This is an optimization exercise on Yosys and OpenROAD, whose aim is small area, not a production implementation. Only simulation tests tie the RTL to the original design; equivalence was not proved.

**flow/flow/run.sh**
```bash
#!/bin/bash
# The standard layout (standard.sh), with two changes:
# - the port buffers are the smallest buffer cell, buf_1, instead of the resizer's pick;
# - clock tree synthesis clusters sinks more coarsely and adds no dummy loads.
# make's output goes to make_finish.log here; ORFS keeps each step's log under orfs/logs.
set -euo pipefail
bash standard.sh \
  "BUFFER_PORTS_ARGS=-buffer_cell sky130_fd_sc_hd__buf_1" \
  "CTS_ARGS=-sink_clustering_enable -repair_clock_nets -sink_clustering_size 30 -sink_clustering_max_diameter 200 -buf_list sky130_fd_sc_hd__clkbuf_8 -dont_use_dummy_load" \
  finish > make_finish.log 2>&1
```
**flow/standard.sh**
```bash
#!/bin/bash
# synth_recipe.tcl (not shown) runs the flow's synth.tcl, then flattens the netlist and writes it again
# the make line also repeats each setting of config.mk as NAME=value (left out here)
make -C /OpenROAD-flow-scripts/flow DESIGN_CONFIG=/design/flow/config.mk WORK_HOME=/design/flow/orfs CLKGATE_MAP_FILE= SYNTH_SCRIPT=/design/flow/synth_recipe.tcl "${@:-finish}"
```
**flow/config.mk**
```make
export PLATFORM = sky130hd
export DESIGN_NAME = rx_fullsuma_error_top
export DESIGN_NICKNAME = rx_fullsuma_error_top
export VERILOG_FILES = /design/flow/design.v
export SDC_FILE = /design/flow/constraint.sdc
export NUM_CORES = 4
export LEC_CHECK = 0
export CAP_MARGIN = 0
export CORE_MARGIN = 2
export CORE_UTILIZATION = 60
export PLACE_DENSITY = 0.7
export SLEW_MARGIN = 0
export SYNTH_HIERARCHICAL = 1
```
**flow/constraint.sdc**
```tcl
create_clock -name core_clock -period 7.0 [get_ports {rx_clk}]
set_input_delay 1.4000 -clock core_clock [delete_from_list [all_inputs] [get_ports {rx_clk}]]
set_output_delay 1.4000 -clock core_clock [all_outputs]
set_load 0.01 [all_outputs]
```
**flow/design.v**
```verilog
module rx_fullsuma_error_top(
	input [31:0] rx_data,
	input rx_clk,
	input reset,
	input trans_en,
	output reg tx_serial,
	output reg led_3c,
	input aligned,
	input [3:0] rx_k
);
localparam [2:0] S_RST = 3'd1, S_IDLE = 3'd0, S_PKT = 3'd4, S_PKTA = 3'd5,
                 S_EOP = 3'd2, S_WAIT = 3'd6, S_SEND = 3'd7;
localparam [1:0] F_IDLE = 2'd0, F_SOP = 2'd1, F_WAIT = 2'd2, F_ERR = 2'd3;
localparam [3:0] U_IDLE = 4'd1, U_WAIT = 4'd7, U_STOP = 4'd0;
reg [2:0] st;
reg aux;
reg [1:0] f3;
reg [3:0] up;
reg [10:0] bc;
reg [6:0] pq;       
reg [19:0] cw;
reg [7:0] tot;
reg [4:0] err;
wire k0 = rx_k[0];
wire low_dc = rx_data[7:0] == 8'hDC;
wire nlow_dc = ~low_dc;
wire is_sop = (rx_data[7:0] == 8'h3C) & k0;
wire is_eop = low_dc & k0;
wire en = st == S_PKT;
wire nen = ~en;
wire [31:0] o;
wire [6:1] on;    
bx2 u_o31 (.a(pq[5]), .b(pq[6]), .y(o[31]));
bx2 u_o30 (.a(pq[4]), .b(pq[5]), .y(o[30]));
bx2 u_o29 (.a(pq[3]), .b(pq[4]), .y(o[29]));
bx2 u_o28 (.a(pq[2]), .b(pq[3]), .y(o[28]));
bx2 u_o27 (.a(pq[1]), .b(pq[2]), .y(o[27]));
bxn2 u_o26 (.a(pq[0]), .b(pq[1]), .y(o[26]));
bx2 u_o25 (.a(o[31]), .b(pq[0]), .y(o[25]));
genvar gi;
generate for (gi = 7; gi < 25; gi = gi + 1) begin : g_prbs
	bx2 u_o (.a(o[gi + 6]), .b(o[gi + 7]), .y(o[gi]));
end endgenerate
bxn2 u_on6 (.a(o[12]), .b(o[13]), .y(on[6]));
generate for (gi = 1; gi < 6; gi = gi + 1) begin : g_prbsn
	bxn2 u_o (.a(o[gi + 6]), .b(o[gi + 7]), .y(on[gi]));
end endgenerate
bxn2 u_o0 (.a(on[6]), .b(o[7]), .y(o[0]));
wire [31:0] x;
bc0 u_xl0 (.d(rx_data[0]), .o(o[0]), .ns(nlow_dc), .x(x[0]));
bc0n u_xl1 (.d(rx_data[1]), .on(on[1]), .s(low_dc), .x(x[1]));
bc1n u_xl2 (.d(rx_data[2]), .on(on[2]), .ns(nlow_dc), .x(x[2]));
bc1n u_xl3 (.d(rx_data[3]), .on(on[3]), .ns(nlow_dc), .x(x[3]));
bc1n u_xl4 (.d(rx_data[4]), .on(on[4]), .ns(nlow_dc), .x(x[4]));
bc0n u_xl5 (.d(rx_data[5]), .on(on[5]), .s(low_dc), .x(x[5]));
bc1n u_xl6 (.d(rx_data[6]), .on(on[6]), .ns(nlow_dc), .x(x[6]));
bc1 u_xl7 (.d(rx_data[7]), .o(o[7]), .s(low_dc), .x(x[7]));
generate for (gi = 8; gi < 28; gi = gi + 1) begin : g_xm
	bcm u_x (.d(rx_data[gi]), .o(o[gi]), .c(cw[gi - 8]), .s(low_dc), .x(x[gi]));
end endgenerate
generate for (gi = 28; gi < 32; gi = gi + 1) begin : g_xh
	bcg u_x (.d(rx_data[gi]), .o(o[gi]), .ns(nlow_dc), .x(x[gi]));
end endgenerate
wire [19:0] crc_upd;
wire [4:0] pc;
wire [153:0] cx;
bx2 u_cx0 (.a(rx_data[23]), .b(cw[11]), .y(cx[0]));
bx2 u_cx1 (.a(rx_data[12]), .b(cw[0]), .y(cx[1]));
bx2 u_cx2 (.a(rx_data[11]), .b(cx[0]), .y(cx[2]));
bx2 u_cx3 (.a(rx_data[31]), .b(cw[19]), .y(cx[3]));
bx2 u_cx4 (.a(rx_data[21]), .b(cw[9]), .y(cx[4]));
bx2 u_cx5 (.a(rx_data[14]), .b(cw[2]), .y(cx[5]));
bx2 u_cx6 (.a(rx_data[30]), .b(cw[18]), .y(cx[6]));
bx2 u_cx7 (.a(rx_data[13]), .b(cw[1]), .y(cx[7]));
bx2 u_cx8 (.a(rx_data[26]), .b(cw[14]), .y(cx[8]));
bx2 u_cx9 (.a(rx_data[27]), .b(cw[15]), .y(cx[9]));
bx2 u_cx10 (.a(rx_data[22]), .b(cw[10]), .y(cx[10]));
bx2 u_cx11 (.a(rx_data[4]), .b(rx_data[8]), .y(cx[11]));
bx2 u_cx12 (.a(rx_data[5]), .b(rx_data[9]), .y(cx[12]));
bx2 u_cx13 (.a(rx_data[3]), .b(cx[1]), .y(cx[13]));
bx2 u_cx14 (.a(rx_data[18]), .b(cw[6]), .y(cx[14]));
bx2 u_cx15 (.a(rx_data[2]), .b(rx_data[6]), .y(cx[15]));
bx2 u_cx16 (.a(rx_data[0]), .b(cx[8]), .y(cx[16]));
bx2 u_cx17 (.a(rx_data[17]), .b(cw[5]), .y(cx[17]));
bx2 u_cx18 (.a(rx_data[20]), .b(cw[8]), .y(cx[18]));
bx2 u_cx19 (.a(rx_data[19]), .b(cw[7]), .y(cx[19]));
bx2 u_cx20 (.a(rx_data[15]), .b(cw[3]), .y(cx[20]));
bx2 u_cx21 (.a(rx_data[16]), .b(cw[4]), .y(cx[21]));
bx2 u_cx22 (.a(rx_data[24]), .b(cw[12]), .y(cx[22]));
bx2 u_cx23 (.a(rx_data[29]), .b(cw[17]), .y(cx[23]));
bx2 u_cx24 (.a(rx_data[1]), .b(rx_data[10]), .y(cx[24]));
bx2 u_cx25 (.a(rx_data[25]), .b(cw[13]), .y(cx[25]));
bx2 u_cx26 (.a(rx_data[28]), .b(cw[16]), .y(cx[26]));
bx2 u_cx27 (.a(cx[3]), .b(cx[10]), .y(cx[27]));
bx2 u_cx28 (.a(cx[4]), .b(cx[20]), .y(cx[28]));
bx2 u_cx29 (.a(cx[5]), .b(cx[18]), .y(cx[29]));
bx2 u_cx30 (.a(rx_data[7]), .b(cx[13]), .y(cx[30]));
bx2 u_cx31 (.a(cx[7]), .b(cx[19]), .y(cx[31]));
bx2 u_cx32 (.a(cx[6]), .b(cx[28]), .y(cx[32]));
bx2 u_cx33 (.a(cx[2]), .b(cx[15]), .y(cx[33]));
bx2 u_cx34 (.a(cx[12]), .b(cx[24]), .y(cx[34]));
bx2 u_cx35 (.a(cx[9]), .b(cx[31]), .y(cx[35]));
bx2 u_cx36 (.a(cx[23]), .b(cx[29]), .y(cx[36]));
bx2 u_cx37 (.a(cx[16]), .b(cx[26]), .y(cx[37]));
bx2 u_cx38 (.a(rx_data[6]), .b(cx[11]), .y(cx[38]));
bx2 u_cx39 (.a(cx[0]), .b(cx[22]), .y(cx[39]));
bx2 u_cx40 (.a(cx[6]), .b(cx[30]), .y(cx[40]));
bx2 u_cx41 (.a(cx[25]), .b(cx[33]), .y(cx[41]));
bx2 u_cx42 (.a(cx[21]), .b(cx[27]), .y(cx[42]));
bx2 u_cx43 (.a(cx[30]), .b(cx[38]), .y(cx[43]));
bx2 u_cx44 (.a(cx[14]), .b(cx[22]), .y(cx[44]));
bx2 u_cx45 (.a(cx[3]), .b(cx[25]), .y(cx[45]));
bx2 u_cx46 (.a(rx_data[10]), .b(cx[17]), .y(cx[46]));
bx2 u_cx47 (.a(cx[5]), .b(cx[37]), .y(cx[47]));
bx2 u_cx48 (.a(rx_data[8]), .b(cx[41]), .y(cx[48]));
bx2 u_cx49 (.a(rx_data[7]), .b(cx[11]), .y(cx[49]));
bx2 u_cx50 (.a(cx[21]), .b(cx[32]), .y(cx[50]));
bx2 u_cx51 (.a(cx[17]), .b(cx[45]), .y(cx[51]));
bx2 u_cx52 (.a(rx_data[4]), .b(cx[24]), .y(cx[52]));
bx2 u_cx53 (.a(rx_data[3]), .b(cx[34]), .y(cx[53]));
bx2 u_cx54 (.a(cx[42]), .b(cx[53]), .y(cx[54]));
bx2 u_cx55 (.a(cx[2]), .b(cx[43]), .y(cx[55]));
bx2 u_cx56 (.a(cx[4]), .b(cx[9]), .y(cx[56]));
bx2 u_cx57 (.a(cx[12]), .b(cx[29]), .y(cx[57]));
bx2 u_cx58 (.a(rx_data[1]), .b(cx[27]), .y(cx[58]));
bx2 u_cx59 (.a(cx[15]), .b(cx[47]), .y(cx[59]));
bx2 u_cx60 (.a(cx[32]), .b(cx[58]), .y(cx[60]));
bx2 u_cx61 (.a(rx_data[9]), .b(cx[11]), .y(cx[61]));
bx2 u_cx62 (.a(cx[10]), .b(cx[49]), .y(cx[62]));
bx2 u_cx63 (.a(rx_data[5]), .b(cx[40]), .y(cx[63]));
bx2 u_cx64 (.a(cx[1]), .b(cx[21]), .y(cx[64]));
bx2 u_cx65 (.a(cx[26]), .b(cx[35]), .y(cx[65]));
bx2 u_cx66 (.a(cx[12]), .b(cx[59]), .y(cx[66]));
bx2 u_cx67 (.a(cx[9]), .b(cx[13]), .y(cx[67]));
bx2 u_cx68 (.a(cx[14]), .b(cx[16]), .y(cx[68]));
bx2 u_cx69 (.a(rx_data[0]), .b(cx[56]), .y(cx[69]));
bx2 u_cx70 (.a(cx[23]), .b(cx[46]), .y(cx[70]));
bx2 u_cx71 (.a(rx_data[0]), .b(cx[61]), .y(cx[71]));
bx2 u_cx72 (.a(cx[8]), .b(cx[44]), .y(cx[72]));
bx2 u_cx73 (.a(cx[7]), .b(cx[37]), .y(cx[73]));
bx2 u_cx74 (.a(cx[73]), .b(cx[39]), .y(cx[74]));
bx2 u_cx75 (.a(cx[74]), .b(cx[43]), .y(cx[75]));
bx2 u_cx76 (.a(cx[75]), .b(cx[60]), .y(cx[76]));
bx2 u_cx77 (.a(cx[23]), .b(cx[25]), .y(cx[77]));
bx2 u_cx78 (.a(cx[77]), .b(cx[50]), .y(cx[78]));
bx2 u_cx79 (.a(cx[78]), .b(cx[66]), .y(cx[79]));
bx2 u_cx80 (.a(cx[79]), .b(cx[67]), .y(cx[80]));
bx2 u_cx81 (.a(rx_data[8]), .b(cx[39]), .y(cx[81]));
bx2 u_cx82 (.a(cx[81]), .b(cx[64]), .y(cx[82]));
bx2 u_cx83 (.a(cx[82]), .b(cx[69]), .y(cx[83]));
bx2 u_cx84 (.a(cx[83]), .b(cx[70]), .y(cx[84]));
bx2 u_cx85 (.a(rx_data[9]), .b(cx[28]), .y(cx[85]));
bx2 u_cx86 (.a(cx[85]), .b(cx[51]), .y(cx[86]));
bx2 u_cx87 (.a(cx[86]), .b(cx[55]), .y(cx[87]));
bx2 u_cx88 (.a(cx[87]), .b(cx[68]), .y(cx[88]));
bx2 u_cx89 (.a(cx[34]), .b(cx[35]), .y(cx[89]));
bx2 u_cx90 (.a(cx[89]), .b(cx[62]), .y(cx[90]));
bx2 u_cx91 (.a(cx[90]), .b(cx[64]), .y(cx[91]));
bx2 u_cx92 (.a(cx[91]), .b(cx[72]), .y(cx[92]));
bx2 u_cx93 (.a(cx[46]), .b(cx[48]), .y(cx[93]));
bx2 u_cx94 (.a(cx[93]), .b(cx[57]), .y(cx[94]));
bx2 u_cx95 (.a(cx[94]), .b(cx[65]), .y(cx[95]));
bx2 u_cx96 (.a(cx[2]), .b(cx[6]), .y(cx[96]));
bx2 u_cx97 (.a(cx[96]), .b(cx[7]), .y(cx[97]));
bx2 u_cx98 (.a(cx[97]), .b(cx[14]), .y(cx[98]));
bx2 u_cx99 (.a(cx[98]), .b(cx[24]), .y(cx[99]));
bx2 u_cx100 (.a(cx[99]), .b(cx[27]), .y(cx[100]));
bx2 u_cx101 (.a(cx[100]), .b(cx[36]), .y(cx[101]));
bx2 u_cx102 (.a(cx[101]), .b(cx[71]), .y(cx[102]));
bx2 u_cx103 (.a(rx_data[3]), .b(rx_data[10]), .y(cx[103]));
bx2 u_cx104 (.a(cx[103]), .b(rx_data[11]), .y(cx[104]));
bx2 u_cx105 (.a(cx[104]), .b(cx[31]), .y(cx[105]));
bx2 u_cx106 (.a(cx[105]), .b(cx[62]), .y(cx[106]));
bx2 u_cx107 (.a(cx[106]), .b(cx[66]), .y(cx[107]));
bx2 u_cx108 (.a(cx[9]), .b(cx[20]), .y(cx[108]));
bx2 u_cx109 (.a(cx[108]), .b(cx[34]), .y(cx[109]));
bx2 u_cx110 (.a(cx[109]), .b(cx[36]), .y(cx[110]));
bx2 u_cx111 (.a(cx[110]), .b(cx[55]), .y(cx[111]));
bx2 u_cx112 (.a(rx_data[2]), .b(cx[2]), .y(cx[112]));
bx2 u_cx113 (.a(cx[112]), .b(cx[16]), .y(cx[113]));
bx2 u_cx114 (.a(cx[113]), .b(cx[54]), .y(cx[114]));
bx2 u_cx115 (.a(cx[17]), .b(cx[22]), .y(cx[115]));
bx2 u_cx116 (.a(cx[115]), .b(cx[33]), .y(cx[116]));
bx2 u_cx117 (.a(cx[116]), .b(cx[52]), .y(cx[117]));
bx2 u_cx118 (.a(cx[117]), .b(cx[67]), .y(cx[118]));
bx2 u_cx119 (.a(rx_data[5]), .b(cx[48]), .y(cx[119]));
bx2 u_cx120 (.a(cx[119]), .b(cx[60]), .y(cx[120]));
bx2 u_cx121 (.a(cx[120]), .b(cx[68]), .y(cx[121]));
bx2 u_cx122 (.a(rx_data[2]), .b(cx[50]), .y(cx[122]));
bx2 u_cx123 (.a(cx[122]), .b(cx[65]), .y(cx[123]));
bx2 u_cx124 (.a(cx[123]), .b(cx[71]), .y(cx[124]));
bx2 u_cx125 (.a(cx[17]), .b(cx[26]), .y(cx[125]));
bx2 u_cx126 (.a(cx[125]), .b(cx[36]), .y(cx[126]));
bx2 u_cx127 (.a(cx[126]), .b(cx[54]), .y(cx[127]));
bx2 u_cx128 (.a(rx_data[4]), .b(cx[14]), .y(cx[128]));
bx2 u_cx129 (.a(cx[128]), .b(cx[32]), .y(cx[129]));
bx2 u_cx130 (.a(cx[129]), .b(cx[33]), .y(cx[130]));
bx2 u_cx131 (.a(cx[130]), .b(cx[70]), .y(cx[131]));
bx2 u_cx132 (.a(rx_data[11]), .b(cx[19]), .y(cx[132]));
bx2 u_cx133 (.a(cx[132]), .b(cx[42]), .y(cx[133]));
bx2 u_cx134 (.a(cx[133]), .b(cx[44]), .y(cx[134]));
bx2 u_cx135 (.a(cx[134]), .b(cx[63]), .y(cx[135]));
bx2 u_cx136 (.a(cx[0]), .b(cx[1]), .y(cx[136]));
bx2 u_cx137 (.a(cx[136]), .b(cx[18]), .y(cx[137]));
bx2 u_cx138 (.a(cx[137]), .b(cx[31]), .y(cx[138]));
bx2 u_cx139 (.a(cx[138]), .b(cx[38]), .y(cx[139]));
bx2 u_cx140 (.a(cx[139]), .b(cx[51]), .y(cx[140]));
bx2 u_cx141 (.a(rx_data[7]), .b(cx[4]), .y(cx[141]));
bx2 u_cx142 (.a(cx[141]), .b(cx[7]), .y(cx[142]));
bx2 u_cx143 (.a(cx[142]), .b(cx[57]), .y(cx[143]));
bx2 u_cx144 (.a(cx[143]), .b(cx[72]), .y(cx[144]));
bx2 u_cx145 (.a(cx[35]), .b(cx[39]), .y(cx[145]));
bx2 u_cx146 (.a(cx[145]), .b(cx[40]), .y(cx[146]));
bx2 u_cx147 (.a(cx[146]), .b(cx[45]), .y(cx[147]));
bx2 u_cx148 (.a(cx[147]), .b(cx[47]), .y(cx[148]));
bx2 u_cx149 (.a(cx[148]), .b(cx[52]), .y(cx[149]));
bx2 u_cx150 (.a(cx[10]), .b(cx[36]), .y(cx[150]));
bx2 u_cx151 (.a(cx[150]), .b(cx[41]), .y(cx[151]));
bx2 u_cx152 (.a(cx[151]), .b(cx[63]), .y(cx[152]));
bx2 u_cx153 (.a(cx[152]), .b(cx[69]), .y(cx[153]));
assign crc_upd[0] = cx[76];
assign crc_upd[1] = cx[80];
assign crc_upd[2] = cx[84];
assign crc_upd[3] = cx[88];
assign crc_upd[4] = cx[92];
assign crc_upd[5] = cx[95];
assign crc_upd[6] = cx[102];
assign crc_upd[7] = cx[107];
assign crc_upd[8] = cx[111];
assign crc_upd[9] = cx[114];
assign crc_upd[10] = cx[118];
assign crc_upd[11] = cx[121];
assign crc_upd[12] = cx[124];
assign crc_upd[13] = cx[127];
assign crc_upd[14] = cx[131];
assign crc_upd[15] = cx[135];
assign crc_upd[16] = cx[140];
assign crc_upd[17] = cx[144];
assign crc_upd[18] = cx[149];
assign crc_upd[19] = cx[153];
wire pf0_s, pf0_c; bfa u_pf0 (.a(x[0]), .b(x[1]), .c(x[2]), .s(pf0_s), .co(pf0_c));
wire pf1_s, pf1_c; bfa u_pf1 (.a(x[3]), .b(x[4]), .c(x[5]), .s(pf1_s), .co(pf1_c));
wire pf2_s, pf2_c; bfa u_pf2 (.a(x[6]), .b(x[7]), .c(x[8]), .s(pf2_s), .co(pf2_c));
wire pf3_s, pf3_c; bfa u_pf3 (.a(x[9]), .b(x[10]), .c(x[11]), .s(pf3_s), .co(pf3_c));
wire pf4_s, pf4_c; bfa u_pf4 (.a(x[12]), .b(x[13]), .c(x[14]), .s(pf4_s), .co(pf4_c));
wire pf5_s, pf5_c; bfa u_pf5 (.a(x[15]), .b(x[16]), .c(x[17]), .s(pf5_s), .co(pf5_c));
wire pf6_s, pf6_c; bfa u_pf6 (.a(x[18]), .b(x[19]), .c(x[20]), .s(pf6_s), .co(pf6_c));
wire pf7_s, pf7_c; bfa u_pf7 (.a(x[21]), .b(x[22]), .c(x[23]), .s(pf7_s), .co(pf7_c));
wire pf8_s, pf8_c; bfa u_pf8 (.a(x[24]), .b(x[25]), .c(x[26]), .s(pf8_s), .co(pf8_c));
wire pf9_s, pf9_c; bfa u_pf9 (.a(x[27]), .b(x[28]), .c(x[29]), .s(pf9_s), .co(pf9_c));
wire pf10_s, pf10_c; bfa u_pf10 (.a(x[30]), .b(x[31]), .c(pf0_s), .s(pf10_s), .co(pf10_c));
wire pf11_s, pf11_c; bfa u_pf11 (.a(pf1_s), .b(pf2_s), .c(pf3_s), .s(pf11_s), .co(pf11_c));
wire pf12_s, pf12_c; bfa u_pf12 (.a(pf4_s), .b(pf5_s), .c(pf6_s), .s(pf12_s), .co(pf12_c));
wire pf13_s, pf13_c; bfa u_pf13 (.a(pf7_s), .b(pf8_s), .c(pf9_s), .s(pf13_s), .co(pf13_c));
wire pf14_s, pf14_c; bfa u_pf14 (.a(pf10_s), .b(pf11_s), .c(pf12_s), .s(pf14_s), .co(pf14_c));
wire ph0_s, ph0_c; bha u_ph0 (.a(pf13_s), .b(pf14_s), .s(ph0_s), .co(ph0_c));
wire pf15_s, pf15_c; bfa u_pf15 (.a(pf0_c), .b(pf1_c), .c(pf2_c), .s(pf15_s), .co(pf15_c));
wire pf16_s, pf16_c; bfa u_pf16 (.a(pf3_c), .b(pf4_c), .c(pf5_c), .s(pf16_s), .co(pf16_c));
wire pf17_s, pf17_c; bfa u_pf17 (.a(pf6_c), .b(pf7_c), .c(pf8_c), .s(pf17_s), .co(pf17_c));
wire pf18_s, pf18_c; bfa u_pf18 (.a(pf9_c), .b(pf10_c), .c(pf11_c), .s(pf18_s), .co(pf18_c));
wire pf19_s, pf19_c; bfa u_pf19 (.a(pf12_c), .b(pf13_c), .c(pf15_s), .s(pf19_s), .co(pf19_c));
wire pf20_s, pf20_c; bfa u_pf20 (.a(pf16_s), .b(pf17_s), .c(pf14_c), .s(pf20_s), .co(pf20_c));
wire pf21_s, pf21_c; bfa u_pf21 (.a(pf18_s), .b(pf19_s), .c(ph0_c), .s(pf21_s), .co(pf21_c));
wire ph1_s, ph1_c; bha u_ph1 (.a(pf20_s), .b(pf21_s), .s(ph1_s), .co(ph1_c));
wire pf22_s, pf22_c; bfa u_pf22 (.a(pf15_c), .b(pf16_c), .c(pf17_c), .s(pf22_s), .co(pf22_c));
wire pf23_s, pf23_c; bfa u_pf23 (.a(pf18_c), .b(pf19_c), .c(pf22_s), .s(pf23_s), .co(pf23_c));
wire pf24_s, pf24_c; bfa u_pf24 (.a(pf20_c), .b(pf23_s), .c(pf21_c), .s(pf24_s), .co(pf24_c));
wire ph2_s, ph2_c; bha u_ph2 (.a(ph1_c), .b(pf24_s), .s(ph2_s), .co(ph2_c));
wire pf25_s, pf25_c; bfa u_pf25 (.a(pf22_c), .b(pf23_c), .c(pf24_c), .s(pf25_s), .co(pf25_c));
wire ph3_s, ph3_c; bha u_ph3 (.a(ph2_c), .b(pf25_s), .s(ph3_s), .co(ph3_c));
wire pcx0; bx2 u_pcx0 (.a(pf25_c), .b(ph3_c), .y(pcx0));
assign pc[0] = ph0_s;
assign pc[1] = ph1_s;
assign pc[2] = ph2_s;
assign pc[3] = ph3_s;
assign pc[4] = pcx0;
wire wait_done = ~cw[1] & ~cw[4] & ~cw[5] & cw[7] & cw[9] & cw[10] & cw[11] & ~cw[12] & cw[14];
wire cnt_en = en & (nlow_dc | (k0 & ~aux));
wire tx_ready = f3 == F_SOP || f3 == F_ERR;
wire strobe = bc[0] & bc[2] & bc[3] & ~bc[5] & bc[7] & bc[9] & ~bc[10];
wire tx_done = up == U_STOP;
wire f_err = f3 == F_ERR;
wire start = (up == U_IDLE) & tx_ready;
wire [4:0] err_d;
generate for (gi = 0; gi < 5; gi = gi + 1) begin : g_err
	band u_e (.a(pc[gi]), .b(cnt_en), .y(err_d[gi]));
end endgenerate
wire nclr = st != S_IDLE;
wire [7:0] tot_s;
wire [7:0] tc;
bha u_t0 (.a(tot[0]), .b(err[0]), .s(tot_s[0]), .co(tc[0]));
generate for (gi = 1; gi < 5; gi = gi + 1) begin : g_tf
	bfa u_t (.a(tot[gi]), .b(err[gi]), .c(tc[gi - 1]), .s(tot_s[gi]), .co(tc[gi]));
end endgenerate
bha u_t5 (.a(tot[5]), .b(tc[4]), .s(tot_s[5]), .co(tc[5]));
bha u_t6 (.a(tot[6]), .b(tc[5]), .s(tot_s[6]), .co(tc[6]));
bx2 u_t7 (.a(tot[7]), .b(tc[6]), .y(tot_s[7]));
wire [7:0] tot_d;
generate for (gi = 0; gi < 8; gi = gi + 1) begin : g_tc
	band u_c (.a(tot_s[gi]), .b(nclr), .y(tot_d[gi]));
end endgenerate
localparam [10:0] BC_LOAD = 11'd475;
wire bc_ld = start | strobe;
wire nbc_ld = ~bc_ld;
wire bc_fb;
bx2 u_bcf (.a(bc[10]), .b(bc[8]), .y(bc_fb));
wire [10:0] bc_d;
wire [10:0] bc_sh = {bc[9:0], bc_fb};
generate for (gi = 0; gi < 11; gi = gi + 1) begin : g_bc
	if ((BC_LOAD >> gi) & 1)
		bor u_b (.a(bc_sh[gi]), .b(bc_ld), .y(bc_d[gi]));
	else
		band u_b (.a(bc_sh[gi]), .b(nbc_ld), .y(bc_d[gi]));
end endgenerate
wire [6:0] pq_n = {on[6:1], o[0]};
wire [6:0] pq_d;
generate for (gi = 0; gi < 7; gi = gi + 1) begin : g_ps
	bsel1 u_p (.set(reset), .a(en), .an(nen), .x(pq_n[gi]), .y(pq[gi]), .d(pq_d[gi]));
end endgenerate
wire cw_set = reset | st == S_RST | st == S_IDLE | st == S_EOP | st == S_PKTA | st == S_SEND;
wire cw_wt = st == S_WAIT;
wire cw_nwt = ~cw_wt;
wire cw_fb;
bx2 u_cwf (.a(cw[4]), .b(cw[15]), .y(cw_fb));
wire [15:0] cw_sh = {cw[14:0], cw_fb};
wire [19:0] cw_d;
generate for (gi = 0; gi < 16; gi = gi + 1) begin : g_cw
	bsel1 u_c (.set(cw_set), .a(cw_wt), .an(cw_nwt), .x(cw_sh[gi]), .y(crc_upd[gi]), .d(cw_d[gi]));
end endgenerate
generate for (gi = 16; gi < 20; gi = gi + 1) begin : g_cwh
	bor u_c (.a(crc_upd[gi]), .b(cw_set), .y(cw_d[gi]));
end endgenerate
wire tx_val = up[3] ? (f_err ? tot[up[2:0]] : up[2] ^ up[1]) : ~up[1];
always @(*) begin
	led_3c = aux | (st != S_RST && st != S_IDLE);
end
always @(posedge rx_clk) begin
	pq <= pq_d;
	cw <= cw_d;
	err <= err_d;
	tot <= tot_d;
	bc <= bc_d;
	if (reset) begin
		up <= U_IDLE;
		tx_serial <= 1'b1;
	end else begin
		if (up == U_IDLE)
			up <= tx_ready ? U_WAIT : U_IDLE;
		else if (strobe)
			up <= up + 4'd1;
		if (strobe)
			tx_serial <= tx_val;
	end
	if (reset) begin
		st <= S_RST;
		aux <= 1'b0;
		f3 <= F_IDLE;
	end else begin
		case (st)
			S_RST: st <= S_IDLE;
			S_IDLE: if (is_sop) st <= S_PKT;
			S_PKT, S_PKTA: st <= is_eop ? S_EOP : S_PKT;
			S_EOP: begin
				aux <= 1'b1;
				if (aux) st <= S_WAIT;
			end
			S_WAIT: if (wait_done) st <= S_SEND; else if (is_sop) st <= S_PKTA;
			S_SEND: if (f3 == F_IDLE) st <= S_IDLE;
			default: st <= S_RST;
		endcase
		case (f3)
			F_IDLE: if (st == S_PKT) f3 <= F_SOP;
			F_SOP: if (tx_done) f3 <= F_WAIT;
			F_WAIT: if (st == S_SEND && !tx_done) f3 <= F_ERR;
			F_ERR: if (tx_done) f3 <= F_IDLE;
		endcase
	end
end
endmodule
module bx2(input a, input b, output y);
	assign y = a ^ b;
endmodule
module bxn2(input a, input b, output y);
	assign y = ~(a ^ b);
endmodule
module bfa(input a, input b, input c, output s, output co);
	assign s = a ^ b ^ c;
	assign co = (a & b) | (a & c) | (b & c);
endmodule
module bha(input a, input b, output s, output co);
	assign s = a ^ b;
	assign co = a & b;
endmodule
module bcm(input d, input o, input c, input s, output x);
	assign x = d ^ (s ? c : o);
endmodule
module bc1n(input d, input on, input ns, output x);
	assign x = d ^ ~(ns & on);
endmodule
module bc0n(input d, input on, input s, output x);
	assign x = d ^ ~(s | on);
endmodule
module bc1(input d, input o, input s, output x);
	assign x = d ^ (s | o);
endmodule
module bc0(input d, input o, input ns, output x);
	assign x = d ^ (ns & o);
endmodule
module bcg(input d, input o, input ns, output x);
	assign x = ns & (d ^ o);
endmodule
module band(input a, input b, output y);
	assign y = a & b;
endmodule
module bor(input a, input b, output y);
	assign y = a | b;
endmodule
module bsel1(input set, input a, input an, input x, input y, output d);
	assign d = set | (a & x) | (an & y);
endmodule
```
==> qor.yml, run 1 <==
place:
  gp_congestion: 0.945
  place_ws_ns: 0.508
  dpl.hpwl_mm: 11.1
  placed_cell_area_mm2: 0.00556
  io_buffers: 36
worst_setup_path:
  critPathArrivalTime_ns: 6.47
  worst-endpoint-required_ns: 7.23
  crit_chain: "xor2_1, xor2_1, xor2_1, xor2_1, xor2_1, xnor2_1, nand2_1, xnor2_1, fa_1, fa_1, fa_1, ha_1, fa_1, fa_1, fa_1, ha_1, xor2_1, and2_1"
  cp_slowest_cell: "fa_1"
  critPathLaunchType: "flip-flop"
  criticalPathCategory: "reg2reg"
  cp_max_fo: 3
  cpPeakStageDelay_ns: 0.56
  cp-end-kind: "flip-flop"
die:
  die_x_um: 97.2
  start_util_pct: 62.8
  die_height_um: 97.2
  die-area_mm2: 0.00944
  core-area_mm2: 0.00830
  row_count: 33
  io_pins: 42
final_layout:
  diodes: 0
  area_growth_pct: 9.13
  drive_gt1_share_pct: 4.69
  design_area_mm2: 0.00569
  nets: 641
detailed_routing:
  vias: 3814
  detail-route-antenna-nets: 0
  routed_wl_mm: 13.3
  first_pass_iters: 7
  top_layer: "met4"
  wl_met1_mm: 5.70
  avgRoutedWirePerCell_um: 20.2
  drt-initial-drc-count: 263
  wl_met3_um: 587
  wl_met2_mm: 6.45
  avgViaCountPerCell: 5.79
  post-route-drc-count: 0
timing:
  fmax_mhz: 160
  finalCritPeriodShare_pct: 89.2
  setup_violations: 0
  skew_ns: 0.0280
  slew_headroom_pct: 47.5
  setup_ws_ns: 0.755
  maxSlewViolCount: 0
  worst_slew_pin_slew_ns: 0.787
  tns_ns: 0
  hold_viol: 0
  rsz0062_at_grt: "false"
  period_needed_ns: 6.25
  hold_slack_ns: 0.409
min_path:
  min_path_type: "reg2reg"
global_route:
  grt_remaining_overflow: 0
  globalRouteTotalUtil_pct: 29.8
  grt_pass1_wl_mm: 21.8
  first_global_vias: 4000
  grt_max_degree: 21
  grt_antenna_before_repair: 0
clock_tree:
  clock-sinks: 62
  ctsResizeCount: 0
  clk_latency_ns: 0.34
  cts_tree: "done"
  cts_root_buffer: "clkbuf_8"
  post_cts_buffers: 0
  cts.htree.levels: 3
  cts_made_buffers: 9
  clk_pin_slew_ns: 0.06
  clk_path_buf_depth: 2
  cts_hold_buf: 0
synth:
  syn_area_mm2: 0.00521
  yosysTopAreaCell: "xor2_1"
  synth-seq-cells: 62
  synth.top_cell.area_share_pct: 32.3
  synth_cell_types: 46
  synth-edff-count: 0
  synth_area_leaders: "xor2_1 (32%), dfxtp_1 (24%), fa_1 (12%), xnor2_1 (5.2%), a221o_1 (4.6%)"
  synth_nets: 585
  synthArstFlopShare_pct: 0
  synth-main-ff-cell: "dfxtp_1"
  synth_area_per_cell_um2: 10.4
  yosysSeqAreaShare_pct: 23.8
  synth_cells: 500
  yosysWarnings: 7
flow_run:
  maxCapViolCount: 0
status:
  outcome: "no timing/DRC/antenna violations"
[sequential cells by signal, summed over array words and instances, names as in the netlist]
| name | cells |
|---|---|
| aux | 1 |
| st | 3 |
| tot | 8 |
| pq | 7 |
| tx_serial | 1 |
| err | 5 |
| f3 | 2 |
| cw | 20 |
| bc | 11 |
| up | 4 |
[final timing paths]
check        endpoint  cells past startpoint  slack, ns  start
min reg2reg     bc[7]                      1       0.41  bc[6]
min             bc[7]                      1       0.41  bc[6]
max            err[4]                     18       0.75  pq[5]
max reg2reg    err[4]                     18       0.75  pq[5]
[routing by layer]
metal / GRT usage (%) / vias to the layer above
li1: - / 1788
met1: 38.3 / 1869
met2: 49.6 / 126
met3: 4.10 / 31
met4: 13.8 / 0
met5: 0 / -
[worst max-delay path: cells and delay by family, from the launching register on]
kind | cells | cell delay (ns)
flops | 1 | 0.39
fa+ha+maj | 8 | 3.12
simple gates | 2 | 0.24
xor+xnor | 8 | 2.40
[final cells by class]
cell class / count / area, um^2
Clock buffer: 9 / 124
Fill cell: 687 / 2610
Inverter: 9 / 33.8
Multi-Input combinational cell: 427 / 3940
Sequential cell: 62 / 1240
Tap cell: 105 / 131
Timing Repair Buffer: 47 / 218
[synthesized netlist by cell type, types with 2 or more instances]
master and n:
or4_1 2, inv_1 9, xnor2_1 31, xor2_1 192, nor3_1 6, dfxtp_1 62
nand2_1 11, mux2i_1 23, and2_1 22, ha_1 15, or2_1 11, fa_1 30
nor2_1 11, or3_1 2, nor4_1 2, a21oi_1 7, a221o_1 24, nand2b_1 6
o21ai_0 6, nand3b_1 2
[Yosys stat by module, one instance, submodules excluded, excerpt]
module	flip-flops and latches	area (um^2)	copies in the design
bc0	0	12.5	1
band	0	6.26	17
bcg	0	15.0	4
bxn2	0	8.76	8
bc0n	0	12.5	2
bc1n	0	12.5	4
[cell usage in the layout (no fill, tap or decap), drive strengths merged, types with 9 or more instances in the layout]
cell    count
xor2      192
dfxtp      62
buf        47
xnor2      31
fa         30
a221o      24
mux2i      23
and2       23
ha         15
nor2       12
or2        12
nand2      11
inv         9
clkbuf      9
[cell families after synthesis]
logic type,count (synthesis),share of synthesized area [%]
DFF,62,23.8
adders and majority gates,45,15.1
and+or+nand+nor,87,9.99
AOI/OAI and AO/OA,47,7.40
buffers and inverters,11,0.816
xor gates and xnor gates,223,37.5
muxes,25,5.36
[stage by stage]
stage / utilization (%) / std cells
6_report: 68.5 / 659
4_1_cts: 68.5 / 659
5_1_grt: 68.5 / 659
3_5_place_dp: 67.0 / 650
2_1_floorplan: - / 500
3_3_place_gp: 67.0 / 650
==> run 2: changes to the inputs <==
--- a/flow/design.v
+++ b/flow/design.v
@@ -55,10 +55,12 @@
 bc0n u_xl5 (.d(rx_data[5]), .on(on[5]), .s(low_dc), .x(x[5]));
 bc1n u_xl6 (.d(rx_data[6]), .on(on[6]), .ns(nlow_dc), .x(x[6]));
-bc1 u_xl7 (.d(rx_data[7]), .o(o[7]), .s(low_dc), .x(x[7]));
+wire xl7n; bnor u_xln7 (.a(o[7]), .b(low_dc), .y(xl7n)); bxn2 u_xl7 (.a(rx_data[7]), .b(xl7n), .y(x[7]));
 generate for (gi = 8; gi < 28; gi = gi + 1) begin : g_xm
 	bcm u_x (.d(rx_data[gi]), .o(o[gi]), .c(cw[gi - 8]), .s(low_dc), .x(x[gi]));
 end endgenerate
+wire [31:28] xhn;
 generate for (gi = 28; gi < 32; gi = gi + 1) begin : g_xh
-	bcg u_x (.d(rx_data[gi]), .o(o[gi]), .ns(nlow_dc), .x(x[gi]));
+	bxn2 u_n (.a(rx_data[gi]), .b(o[gi]), .y(xhn[gi]));
+	bnor u_x (.a(xhn[gi]), .b(low_dc), .y(x[gi]));
 end endgenerate
 wire [19:0] crc_upd;
@@ -410,4 +412,7 @@
 	assign x = ns & (d ^ o);
 endmodule
+module bnor(input a, input b, output y);
+	assign y = ~(a | b);
+endmodule
 module band(input a, input b, output y);
 	assign y = a & b;
==> run 2 against run 1 <==
Via count grew 0.29%. Highest routed layer unchanged. Setup slack worse by 0.10 ns. Register-to-register slack got worse by 0.10 ns. Worst hold slack lost 0.0091 ns. Wire length up 3.1%. Largest cell class unchanged. Non-clock buffer count fell by 2.
==> qor.yml, run 2 <==
final_layout:
  largest_register_ffs: 20
  regMostFlops: "cw"
  mostFrequentLayoutCell: "xor2_1"
  nets: 648
  largestRegisters: "cw x20, bc x11, tot x8"
  fill_cells: 749
  fin_cells: 669
  diodes: 0
  drive_gt1_share_pct: 4.10
  final_cell_mix: "xor2_1 (188), dfxtp_1 (62), buf_1 (36), xnor2_1 (35), fa_1 (30)"
  area_growth_pct: 8.86
detailed_routing:
  avgViaCountPerCell: 5.72
  detail-route-antenna-nets: 0
  drt-initial-drc-count: 203
  routed_wl_mm: 13.7
  first_pass_iters: 4
  avgRoutedWirePerCell_um: 20.5
  vias: 3825
  wl_met1_mm: 5.69
  post-route-drc-count: 0
  top_layer: "met4"
  wl_met2_mm: 6.95
  wl_met3_um: 664
global_route:
  grt_max_degree: 32
  grt_pass1_wl_mm: 21.8
  grt_remaining_overflow: 0
  globalRouteTotalUtil_pct: 30.0
  first_global_vias: 4033
  grt_antenna_before_repair: 0
clock_tree:
  ctsResizeCount: 0
  post_cts_buffers: 0
  clk_path_buf_depth: 2
  clk_latency_ns: 0.34
  cts_hold_buf: 0
  clock-sinks: 62
  cts.htree.levels: 3
  cts_made_buffers: 9
  cts_root_buffer: "clkbuf_8"
  cts_tree: "done"
  clk_pin_slew_ns: 0.07
flow_run:
  maxCapViolCount: 0
synth:
  synth-main-ff-cell: "dfxtp_1"
  yosysWarnings: 7
  synthArstFlopShare_pct: 0
  synth.top_cell.area_share_pct: 31.2
  synth_cell_types: 48
  synth_area_leaders: "xor2_1 (31%), dfxtp_1 (24%), fa_1 (11%), xnor2_1 (5.8%), a221o_1 (4.6%)"
  synth-edff-count: 0
  synth-seq-cells: 62
  yosysMostFrequentCell: "xor2_1"
  yosysSeqAreaShare_pct: 23.6
  synth_area_per_cell_um2: 10.3
  synth_nets: 596
  synth_cells: 511
  syn_area_mm2: 0.00527
  synth_common_cells: "xor2_1 (188), dfxtp_1 (62), xnor2_1 (35)"
  yosysTopAreaCell: "xor2_1"
place:
  gp_congestion: 0.940
  dp_cells: 660
  io_buffers: 36
  dpl.hpwl_mm: 11.2
die:
  die_height_um: 97.7
  die_x_um: 97.7
  io_pins: 42
  start_util_pct: 61.0
  row_count: 34
  die-area_mm2: 0.00955
  core-area_mm2: 0.00864
timing:
  hold_viol: 0
  slew_headroom_pct: 48.4
  hold_slack_ns: 0.400
  worst_slew_pin_slew_ns: 0.773
  period_needed_ns: 6.35
  tns_ns: 0
  finalCritPeriodShare_pct: 90.7
  rsz0062_at_grt: "false"
  setup_violations: 0
  fmax_mhz: 158
  skew_ns: 0.0193
  maxSlewViolCount: 0
worst_setup_path:
  cp_max_fo: 3
  cp-end-kind: "flip-flop"
  rrSetupSlack_ns: 0.65
  r2r_end: "err[4]"
  startpoint: "pq[5]"
  worst-endpoint-required_ns: 7.23
  critPathLaunchType: "flip-flop"
  reg2regPathDepth: 18
  critical_path.endpoint: "err[4]"
  criticalPathCategory: "reg2reg"
  r2r_start: "pq[5]"
  critPathArrivalTime_ns: 6.58
status:
  outcome: "no timing/DRC/antenna violations"
min_path:
  min_path_type: "reg2reg"
[run 2: worst min path at each step]
stage,from,endpoint,slack [ns],depth (start not counted)
detailed placement,bc[6],bc[7],0.39,1
CTS,bc[6],bc[7],0.40,1
global placement,bc[6],bc[7],0.39,1
finish,bc[6],bc[7],0.40,1
floorplan,bc[6],bc[7],0.38,1
global route,bc[6],bc[7],0.44,1
[run 2: cell type report]
| cell class | instances | area [um^2] | share of cell area, % |
|---|---|---|---|
| Inverter | 9 | 33.8 | 0.589 |
| Tap cell | 108 | 135 | 2.36 |
| Clock buffer | 9 | 124 | 2.16 |
| Sequential cell | 62 | 1240 | 21.6 |
| Timing Repair Buffer | 45 | 215 | 3.75 |
| Multi-Input combinational cell | 436 | 3990 | 69.5 |
[run 2: per-stage QoR]
step / instance area [um^2] / utilization [%] / setup slack [ns]
CTS: 5740 / 66.4 / 0.690
global route: 5740 / 66.4 / 0.387
floorplan: 5280 / - / 0.0349
finish: 5740 / 66.4 / 0.654
detailed placement: 5610 / 65.0 / 0.577
global placement: 5610 / 65.0 / 0.645
[run 2: logic make-up after synthesis]
| logic type | count (synthesis) | synth area share, % |
|---|---|---|
| XOR/XNOR | 223 | 37.1 |
| flip-flops | 62 | 23.6 |
| AND/OR/NAND/NOR | 92 | 10.3 |
| multiplexers | 25 | 5.32 |
| buffers and inverters | 13 | 0.950 |
| adder cells (fa/ha/maj) | 45 | 15.0 |
| AO/OA/AOI/OAI | 51 | 7.86 |
[run 2: routing by layer]
layer / GRT usage (%) / vias up
met3: 4.53 / 26
met2: 52.3 / 112
met5: 0 / -
met4: 11.2 / 0
met1: 37.6 / 1868
li1: - / 1819
[run 2: critical path, stage by stage (launching register included)]
cell     delay, ns
dfxtp_1       0.39
xor2_1        0.41
xor2_1        0.46
xor2_1        0.35
xor2_1        0.34
xor2_1        0.37
xnor2_1       0.20
nand2_1       0.10
xnor2_1       0.16
fa_1          0.61
fa_1          0.46
fa_1          0.49
ha_1          0.20
fa_1          0.38
fa_1          0.39
fa_1          0.45
ha_1          0.20
xor2_1        0.15
and2_1        0.15
[run 2: modules after synthesis, one instance, submodules excluded, excerpt]
module | flip-flops and latches | cells inside | cell area [um^2]
bc1n | 0 | 2 | 12.5
band | 0 | 1 | 6.26
bfa | 0 | 1 | 20.0
bnor | 0 | 1 | 3.75
bx2 | 0 | 1 | 8.76
bcm | 0 | 2 | 18.8
bsel1 | 0 | 1 | 10.0
rx_fullsuma_error_top | 62 | 169 | 1990
bc0n | 0 | 2 | 12.5
bor | 0 | 1 | 6.26
bc0 | 0 | 2 | 12.5
bha | 0 | 1 | 12.5
==> run 3: changes to the inputs <==
--- a/flow/design.v
+++ b/flow/design.v
@@ -333,5 +333,19 @@
 	bor u_c (.a(crc_upd[gi]), .b(cw_set), .y(cw_d[gi]));
 end endgenerate
-wire tx_val = up[3] ? (f_err ? tot[up[2:0]] : up[2] ^ up[1]) : ~up[1];
+wire c3c;
+bx2 u_c3c (.a(up[2]), .b(up[1]), .y(c3c));
+wire tx_val = up[3] ? (f_err ? tot[up[2:0]] : c3c) : ~up[1];
+wire [3:0] up_s;
+wire [2:0] up_c;
+bha u_up0 (.a(up[0]), .b(strobe), .s(up_s[0]), .co(up_c[0]));
+bha u_up1 (.a(up[1]), .b(up_c[0]), .s(up_s[1]), .co(up_c[1]));
+bha u_up2 (.a(up[2]), .b(up_c[1]), .s(up_s[2]), .co(up_c[2]));
+bx2 u_up3 (.a(up[3]), .b(up_c[2]), .y(up_s[3]));
+wire up_idle = up == U_IDLE;
+wire [3:0] up_d = reset ? U_IDLE : up_idle ? (tx_ready ? U_WAIT : U_IDLE) : up_s;
+wire f3_t1;
+bx2 u_f31 (.a(f3[1]), .b(f3[0] & tx_done), .y(f3_t1));
+wire f3_n0 = f3[0] ? ~tx_done : f3[1] ? (st == S_SEND) & ~tx_done : en;
+wire [1:0] f3_d = reset ? 2'b00 : {f3_t1, f3_n0};
 always @(*) begin
 	led_3c = aux | (st != S_RST && st != S_IDLE);
@@ -343,19 +357,13 @@
 	tot <= tot_d;
 	bc <= bc_d;
-	if (reset) begin
-		up <= U_IDLE;
+	if (reset)
 		tx_serial <= 1'b1;
-	end else begin
-		if (up == U_IDLE)
-			up <= tx_ready ? U_WAIT : U_IDLE;
-		else if (strobe)
-			up <= up + 4'd1;
-		if (strobe)
-			tx_serial <= tx_val;
-	end
+	else if (strobe)
+		tx_serial <= tx_val;
+	up <= up_d;
+	f3 <= f3_d;
 	if (reset) begin
 		st <= S_RST;
 		aux <= 1'b0;
-		f3 <= F_IDLE;
 	end else begin
 		case (st)
@@ -371,10 +379,4 @@
 			default: st <= S_RST;
 		endcase
-		case (f3)
-			F_IDLE: if (st == S_PKT) f3 <= F_SOP;
-			F_SOP: if (tx_done) f3 <= F_WAIT;
-			F_WAIT: if (st == S_SEND && !tx_done) f3 <= F_ERR;
-			F_ERR: if (tx_done) f3 <= F_IDLE;
-		endcase
 	end
 end
==> run 3 against run 2 <==
Still clean on timing, DRC and antenna. Sequential share of layout area up 0.61 points. Cell count down 3.3%. Via count down 2.7%. Die area down 3.0%. Setup slack better by 0.062 ns. Core utilization up 1.5 points. Maximum frequency up 0.99%. Critical endpoint unchanged.
==> qor.yml, run 3 <==
timing:
  hold_viol: 0
  skew_ns: 0.0266
  fmax_mhz: 159
  worst_slew_pin_slew_ns: 0.776
  finalCritPeriodShare_pct: 89.8
  tns_ns: 0
  setup_violations: 0
  maxSlewViolCount: 0
  slew_headroom_pct: 48.1
  period_needed_ns: 6.28
  rsz0062_at_grt: "false"
final_layout:
  area_growth_pct: 9.24
  diodes: 0
  design_area_mm2: 0.00558
  largestRegisters: "cw x20, bc x11, tot x8"
  postLayoutCoreUtil_pct: 67.9
  mostFrequentLayoutCell: "xor2_1"
  regMostFlops: "cw"
  nets: 624
  largest_register_ffs: 20
  final_cell_mix: "xor2_1 (192), dfxtp_1 (62), buf_1 (36), xnor2_1 (34), fa_1 (30)"
  drive_gt1_share_pct: 4.61
min_path:
  min_to: "bc[7]"
  min-delay-start: "bc[6]"
  whs_path_depth: 1
  min_path_type: "reg2reg"
detailed_routing:
  routed_wl_mm: 13.0
  drt-initial-drc-count: 172
  detail-route-antenna-nets: 0
  first_pass_iters: 4
  avgRoutedWirePerCell_um: 20.2
  post-route-drc-count: 0
  vias: 3722
  avgViaCountPerCell: 5.75
synth:
  synth_cell_types: 42
  synth-adder-area-share_pct: 14.2
  synth_area_per_cell_um2: 10.4
  synthXorXnorAreaFrac_pct: 38.8
  synth_top_family_by_area: "XOR/XNOR gates"
  synth.area.mux_share_pct: 5.00
  yosysMostFrequentCell: "xor2_1"
  yosysSeqAreaShare_pct: 24.3
  synth_area_leaders: "xor2_1 (33%), dfxtp_1 (24%), fa_1 (12%), xnor2_1 (5.8%), a221o_1 (4.5%)"
  synthArstFlopShare_pct: 0
  synth-compound-area-share_pct: 7.15
  yosysTopAreaCell: "xor2_1"
  yosysWarnings: 7
  synth_cells: 490
  syn_area_mm2: 0.00511
  synth-edff-count: 0
  synth-main-ff-cell: "dfxtp_1"
  yosys.area_share.simple_pct: 9.51
  synth_common_cells: "xor2_1 (192), dfxtp_1 (62), xnor2_1 (34)"
  synth_nets: 570
  synth.top_cell.area_share_pct: 32.9
  synth-seq-cells: 62
clock_tree:
  ctsResizeCount: 0
  cts.htree.levels: 3
  clk_pin_slew_ns: 0.07
  clk_path_buf_depth: 2
  cts_root_buffer: "clkbuf_8"
  clock-sinks: 62
  cts_tree: "done"
  cts_hold_buf: 0
  clk_latency_ns: 0.33
  cts_made_buffers: 9
  post_cts_buffers: 0
status:
  outcome: "no timing/DRC/antenna violations"
worst_setup_path:
  r2r_start: "pq[5]"
  r2r_end: "err[4]"
  criticalPathCategory: "reg2reg"
  critPathLaunchType: "flip-flop"
  cp_slowest_cell: "fa_1"
  startpoint: "pq[5]"
  cpPeakStageDelay_ns: 0.51
  path_buf_inv: 0
  cp-end-kind: "flip-flop"
  cp_top_family: "adder cells"
  critPathArrivalTime_ns: 6.50
  reg2regPathDepth: 18
  crit_chain: "xor2_1, xor2_1, xor2_1, xor2_1, xor2_1, xnor2_1, nor2_1, xor2_1, fa_1, fa_1, fa_1, ha_1, fa_1, fa_1, fa_1, ha_1, xor2_1, and2_1"
  rrSetupSlack_ns: 0.72
  cp_max_fo: 3
  crit_top_cell: "xor2_1"
  worst-endpoint-required_ns: 7.22
global_route:
  first_global_vias: 3851
  grt_pass1_wl_mm: 20.2
  grt_antenna_before_repair: 0
  grt_remaining_overflow: 0
  globalRouteTotalUtil_pct: 30.2
  grt_max_degree: 30
die:
  io_pins: 42
  die_height_um: 96.3
  start_util_pct: 62.2
  die_x_um: 96.3
  core-area_mm2: 0.00822
  die-area_mm2: 0.00927
  row_count: 33
place:
  dpl.hpwl_mm: 10.8
  io_buffers: 36
  placed_cell_area_mm2: 0.00546
  gp_congestion: 0.996
flow_run:
  maxCapViolCount: 0
## run 3: layer usage
layer  track usage (%)  wire, um
met4              14.3       611
met2              52.5      6400
met5                 0         0
met3              5.72       576
met1              35.8      5460
## run 3: logic make-up after synthesis
logic type,Yosys count
AND/OR/NAND/NOR,84
AO/OA/AOI/OAI,43
flip-flops,62
adder cells (fa/ha/maj),40
buffers and inverters,12
XOR/XNOR,226
multiplexers,23
## run 3: worst max-delay path by stage
stage / to / slack [ns] / depth (start not counted)
after CTS: err[4] / 0.74 / 18
after floorplan: err[4] / 0.40 / 15
final: err[4] / 0.72 / 18
after global routing: err[4] / 0.49 / 18
after global placement: err[4] / 0.72 / 17
after detailed placement: err[4] / 0.60 / 17
## run 3: stage by stage
stage               hold WS, ns  instances  setup slack, ns
finish                    0.396        647            0.716
global route              0.405        647            0.494
CTS                       0.399        647            0.743
detailed placement        0.399        638            0.595
global placement          0.391        638            0.715
floorplan                 0.383        490            0.401
## run 3: area by class of cell
cell class	count	area, um^2
Inverter	8	30.0
Multi-Input combinational cell	416	3820
Fill cell	709	2640
Timing Repair Buffer	47	230
Clock buffer	9	124
Sequential cell	62	1240
Tap cell	105	131
## run 3: modules after synthesis, one instance, submodules excluded, excerpt
| module | cells inside | flip-flops and latches | copies in the design |
|---|---|---|---|
| bc0 | 2 | 0 | 1 |
| bxn2 | 1 | 0 | 13 |
| bha | 1 | 0 | 10 |
| bc1n | 2 | 0 | 4 |
| bx2 | 1 | 0 | 185 |
| bsel1 | 1 | 0 | 23 |
| bc0n | 2 | 0 | 2 |
| bfa | 1 | 0 | 30 |
| bnor | 1 | 0 | 5 |
| rx_fullsuma_error_top | 142 | 62 | 1 |
| bcm | 2 | 0 | 20 |
| band | 1 | 0 | 17 |
==> run 4: changes to the inputs <==
--- a/flow/design.v
+++ b/flow/design.v
@@ -17,5 +17,5 @@
 reg [1:0] f3;
 reg [3:0] up;
-reg [10:0] bc;
+reg [10:0] bcq;
 reg [6:0] pq;       
 reg [19:0] cw;
@@ -280,4 +280,5 @@
 wire cnt_en = en & (nlow_dc | (k0 & ~aux));
 wire tx_ready = f3 == F_SOP || f3 == F_ERR;
+wire [10:0] bc = bcq ^ 11'b01010101010;
 wire strobe = bc[0] & bc[2] & bc[3] & ~bc[5] & bc[7] & bc[9] & ~bc[10];
 wire tx_done = up == U_STOP;
@@ -303,15 +304,16 @@
 end endgenerate
 localparam [10:0] BC_LOAD = 11'd475;
+localparam [10:0] BCQ_LOAD = BC_LOAD ^ 11'b01010101010;
 wire bc_ld = start | strobe;
 wire nbc_ld = ~bc_ld;
-wire bc_fb;
-bx2 u_bcf (.a(bc[10]), .b(bc[8]), .y(bc_fb));
-wire [10:0] bc_d;
-wire [10:0] bc_sh = {bc[9:0], bc_fb};
+wire bc_fbn;
+bxn2 u_bcf (.a(bcq[10]), .b(bcq[8]), .y(bc_fbn));
+wire [10:0] bcq_d;
+wire [10:0] bcq_shn = {bcq[9:0], bc_fbn};
 generate for (gi = 0; gi < 11; gi = gi + 1) begin : g_bc
-	if ((BC_LOAD >> gi) & 1)
-		bor u_b (.a(bc_sh[gi]), .b(bc_ld), .y(bc_d[gi]));
+	if ((BCQ_LOAD >> gi) & 1)
+		bnand u_b (.a(bcq_shn[gi]), .b(nbc_ld), .y(bcq_d[gi]));
 	else
-		band u_b (.a(bc_sh[gi]), .b(nbc_ld), .y(bc_d[gi]));
+		bnor u_b (.a(bcq_shn[gi]), .b(bc_ld), .y(bcq_d[gi]));
 end endgenerate
 wire [6:0] pq_n = {on[6:1], o[0]};
@@ -356,5 +358,5 @@
 	err <= err_d;
 	tot <= tot_d;
-	bc <= bc_d;
+	bcq <= bcq_d;
 	if (reset)
 		tx_serial <= 1'b1;
@@ -414,4 +416,7 @@
 	assign x = ns & (d ^ o);
 endmodule
+module bnand(input a, input b, output y);
+	assign y = ~(a & b);
+endmodule
 module bnor(input a, input b, output y);
 	assign y = ~(a | b);
--- a/flow/config.mk
+++ b/flow/config.mk
@@ -9,4 +9,5 @@
 export CORE_MARGIN = 2
 export CORE_UTILIZATION = 60
+export GPL_TIMING_DRIVEN = 0
 export PLACE_DENSITY = 0.7
 export SLEW_MARGIN = 0
==> run 4 against run 3 <==
Non-clock buffer count fell by 4. Setup slack lost 0.36 ns. Highest routed layer unchanged. Area after synthesis down 0.44%. Largest cell class unchanged. Via count increased by 0.54%. Global-route usage shrank 0.33 points. Core utilization fell by 0.81 points. Critical endpoint unchanged. Die area shrank 0.42%. Synthesized cell count shrank 0.41%. Sequential share of layout area up 0.27 points.
==> qor.yml, run 4 <==
worst_setup_path:
  crit_chain: "buf_1, nand4b_1, nor4_4, buf_8, buf_6, mux2i_1, xnor2_1, fa_1, fa_1, fa_1, ha_1, fa_1, fa_1, fa_1, ha_1, xor2_1, and2_1"
  cpPeakStageDelay_ns: 0.57
  startpoint: "rx_data[4]"
  critPathArrivalTime_ns: 6.87
  cp.depth: 17
  cp_max_fo: 14
  rrSetupSlack_ns: 0.64
  cp-end-kind: "flip-flop"
  r2r_end: "err[4]"
  path_buf_inv: 3
  r2r_start: "pq[5]"
  critical_path.endpoint: "err[4]"
  worst-endpoint-required_ns: 7.23
  critPathLaunchType: "primary input"
  cp_slowest_cell: "nor4_4"
  crit_top_cell: "fa_1"
  reg2regPathDepth: 18
  criticalPathCategory: "in2reg"
  cp_top_family: "adder cells"
timing:
  hold_slack_ns: 0.373
  slew_headroom_pct: 53.4
  tns_ns: 0
  fmax_mhz: 150
  skew_ns: 0.0226
  hold_viol: 0
  finalCritPeriodShare_pct: 94.9
  rsz0062_at_grt: "false"
  maxSlewViolCount: 0
  setup_violations: 0
  period_needed_ns: 6.64
  worst_slew_pin_slew_ns: 0.695
place:
  gp_congestion: 1.01
  placed_cell_area_mm2: 0.00539
  io_buffers: 36
  dpl.hpwl_mm: 10.7
  dp_cells: 632
detailed_routing:
  drt-initial-drc-count: 208
  first_pass_iters: 5
  avgRoutedWirePerCell_um: 20.4
  routed_wl_mm: 13.1
  detail-route-antenna-nets: 0
  post-route-drc-count: 0
  vias: 3742
  avgViaCountPerCell: 5.84
final_layout:
  nets: 618
  area_growth_pct: 8.42
  fin_cells: 641
  mostFrequentLayoutCell: "xor2_1"
  design_area_mm2: 0.00551
  diodes: 0
  postLayoutCoreUtil_pct: 67.1
  largest_register_ffs: 20
  seqCellArea_mm2: 0.00124
  fill_cells: 701
  multi_input_area_mm2: 0.00380
  regMostFlops: "cw"
  drive_gt1_share_pct: 3.36
  final_cell_mix: "xor2_1 (190), dfxtp_1 (62), buf_1 (36), xnor2_1 (35), fa_1 (30)"
  largestRegisters: "cw x20, bcq x11, tot x8"
global_route:
  first_global_vias: 3710
  globalRouteTotalUtil_pct: 29.9
  grt_antenna_before_repair: 0
  grt_pass1_wl_mm: 20.0
  grt_remaining_overflow: 0
  grt_max_degree: 19
synth:
  synth-edff-count: 0
  synth_area_leaders: "xor2_1 (33%), dfxtp_1 (24%), fa_1 (12%), xnor2_1 (6.0%), a221o_1 (4.5%)"
  yosysWarnings: 7
  synth_cells: 488
  yosysMostFrequentCell: "xor2_1"
  synth_cell_types: 41
  synth_common_cells: "xor2_1 (190), dfxtp_1 (62), xnor2_1 (35)"
  synth_area_per_cell_um2: 10.4
  yosysSeqAreaShare_pct: 24.4
  synth.top_cell.area_share_pct: 32.7
  synth-seq-cells: 62
  syn_area_mm2: 0.00508
  synth_nets: 568
  yosysTopAreaCell: "xor2_1"
  synth-main-ff-cell: "dfxtp_1"
  synthArstFlopShare_pct: 0
die:
  io_pins: 42
  start_util_pct: 61.9
  core-area_mm2: 0.00822
  die-area_mm2: 0.00923
  die_x_um: 96.1
  row_count: 33
  die_height_um: 96.1
clock_tree:
  clk_path_buf_depth: 2
  cts_root_buffer: "clkbuf_8"
  cts.htree.levels: 3
  clock-sinks: 62
  cts_hold_buf: 0
  post_cts_buffers: 0
  cts_made_buffers: 9
  clk_latency_ns: 0.35
  cts_tree: "done"
  clk_pin_slew_ns: 0.06
  ctsResizeCount: 0
min_path:
  min_path_type: "reg2reg"
status:
  outcome: "no timing/DRC/antenna violations"
flow_run:
  maxCapViolCount: 0
## run 4: how the worst min path moves through the flow
| stage | from | end | slack (ns) | cells after the start |
|---|---|---|---|---|
| 2_1_floorplan | bcq[4] | bcq[5] | 0.35 | 1 |
| 3_3_place_gp | bcq[4] | bcq[5] | 0.36 | 1 |
| 3_5_place_dp | bcq[4] | bcq[5] | 0.36 | 1 |
| 4_1_cts | bcq[4] | bcq[5] | 0.38 | 1 |
| 5_1_grt | bcq[4] | bcq[5] | 0.41 | 1 |
| 6_report | bcq[4] | bcq[5] | 0.37 | 1 |
## run 4: cell families after synthesis
kind of cell    after synthesis  synth area share (%)
fa+ha+maj                    40                  14.3
buf+inv                      10                 0.763
flops                        62                  24.4
simple gates                 86                  9.42
mux                          22                  4.97
compound gates               43                  7.41
xor+xnor                    225                  38.8
## run 4: through the flow
stage               setup slack, ns
floorplan                    0.0336
global placement             -0.914
detailed placement           0.0400
CTS                           0.392
global route                  0.142
finish                        0.355
## run 4: area by class of cell
cell class / count / share of cell area, %
Timing Repair Buffer: 39 / 3.13
Inverter: 6 / 0.409
Buffer: 4 / 0.295
Tap cell: 105 / 2.38
Sequential cell: 62 / 22.5
Multi-Input combinational cell: 416 / 69.0
Clock buffer: 9 / 2.25
## run 4: worst reg2reg max path: cells and delay by family, from the launching register on
kind | cells | cell delay [ns]
xor+xnor | 8 | 2.51
fa+ha+maj | 8 | 3.09
flops | 1 | 0.39
simple gates | 2 | 0.25
## run 4: per-layer routing
layer / vias up / share of wire [%] / track usage (%)
li1: 1737 / - / -
met1: 1846 / 43 / 39.7
met2: 133 / 49 / 50.8
met3: 26 / 5.6 / 4.54
met4: 0 / 2.2 / 7.86
met5: - / 0 / 0
## run 4: per-module statistics from Yosys (local to each module, per instance), a selection
| module | times used | area, um^2 | cells |
|---|---|---|---|
| bc0n | 2 | 12.5 | 2 |
| bor | 4 | 6.26 | 1 |
| bxn2 | 14 | 8.76 | 1 |
| bc0 | 1 | 12.5 | 2 |
| rx_fullsuma_error_top | 1 | 1770 | 140 |
| band | 13 | 6.26 | 1 |

[what the ideal ports hide]
No port has a modelled driver above. Below, the same layouts with a new extraction and two added sets of constraints. Step 1 sets driving cells, clkbuf_16 on the clock port and buf_2 on the other inputs (assumed; they add their load-dependent delay and slew). Step 2 times the ports against the registers' clock, not the clock port: input delays grow and output delays shrink by t, the midpoint of the rising clock arrivals with the driver on. Three values: ideal ports, drivers, drivers and shift; two values: the first two.
run | t, ns | setup slack, ns | worst hold slack (ns)
run 1 | 0.359 | 0.755 / 0.755 / 0.491 | 0.409 / 0.409 / 0.409
run 2 | 0.363 | 0.654 / 0.654 / 0.526 | 0.400 / 0.400 / 0.400
run 3 | 0.355 | 0.716 / 0.716 / 0.572 | 0.396 / 0.396 / 0.396
run 4 | 0.368 | 0.355 / 0.363 / -0.005 | 0.373 / 0.373 / 0.373
Met with ideal ports but missed after step 2: setup timing in run 4. For run 4, which loses most, drivers alone change the setup slack by +0.008 ns; drivers and shift together by -0.360 ns.
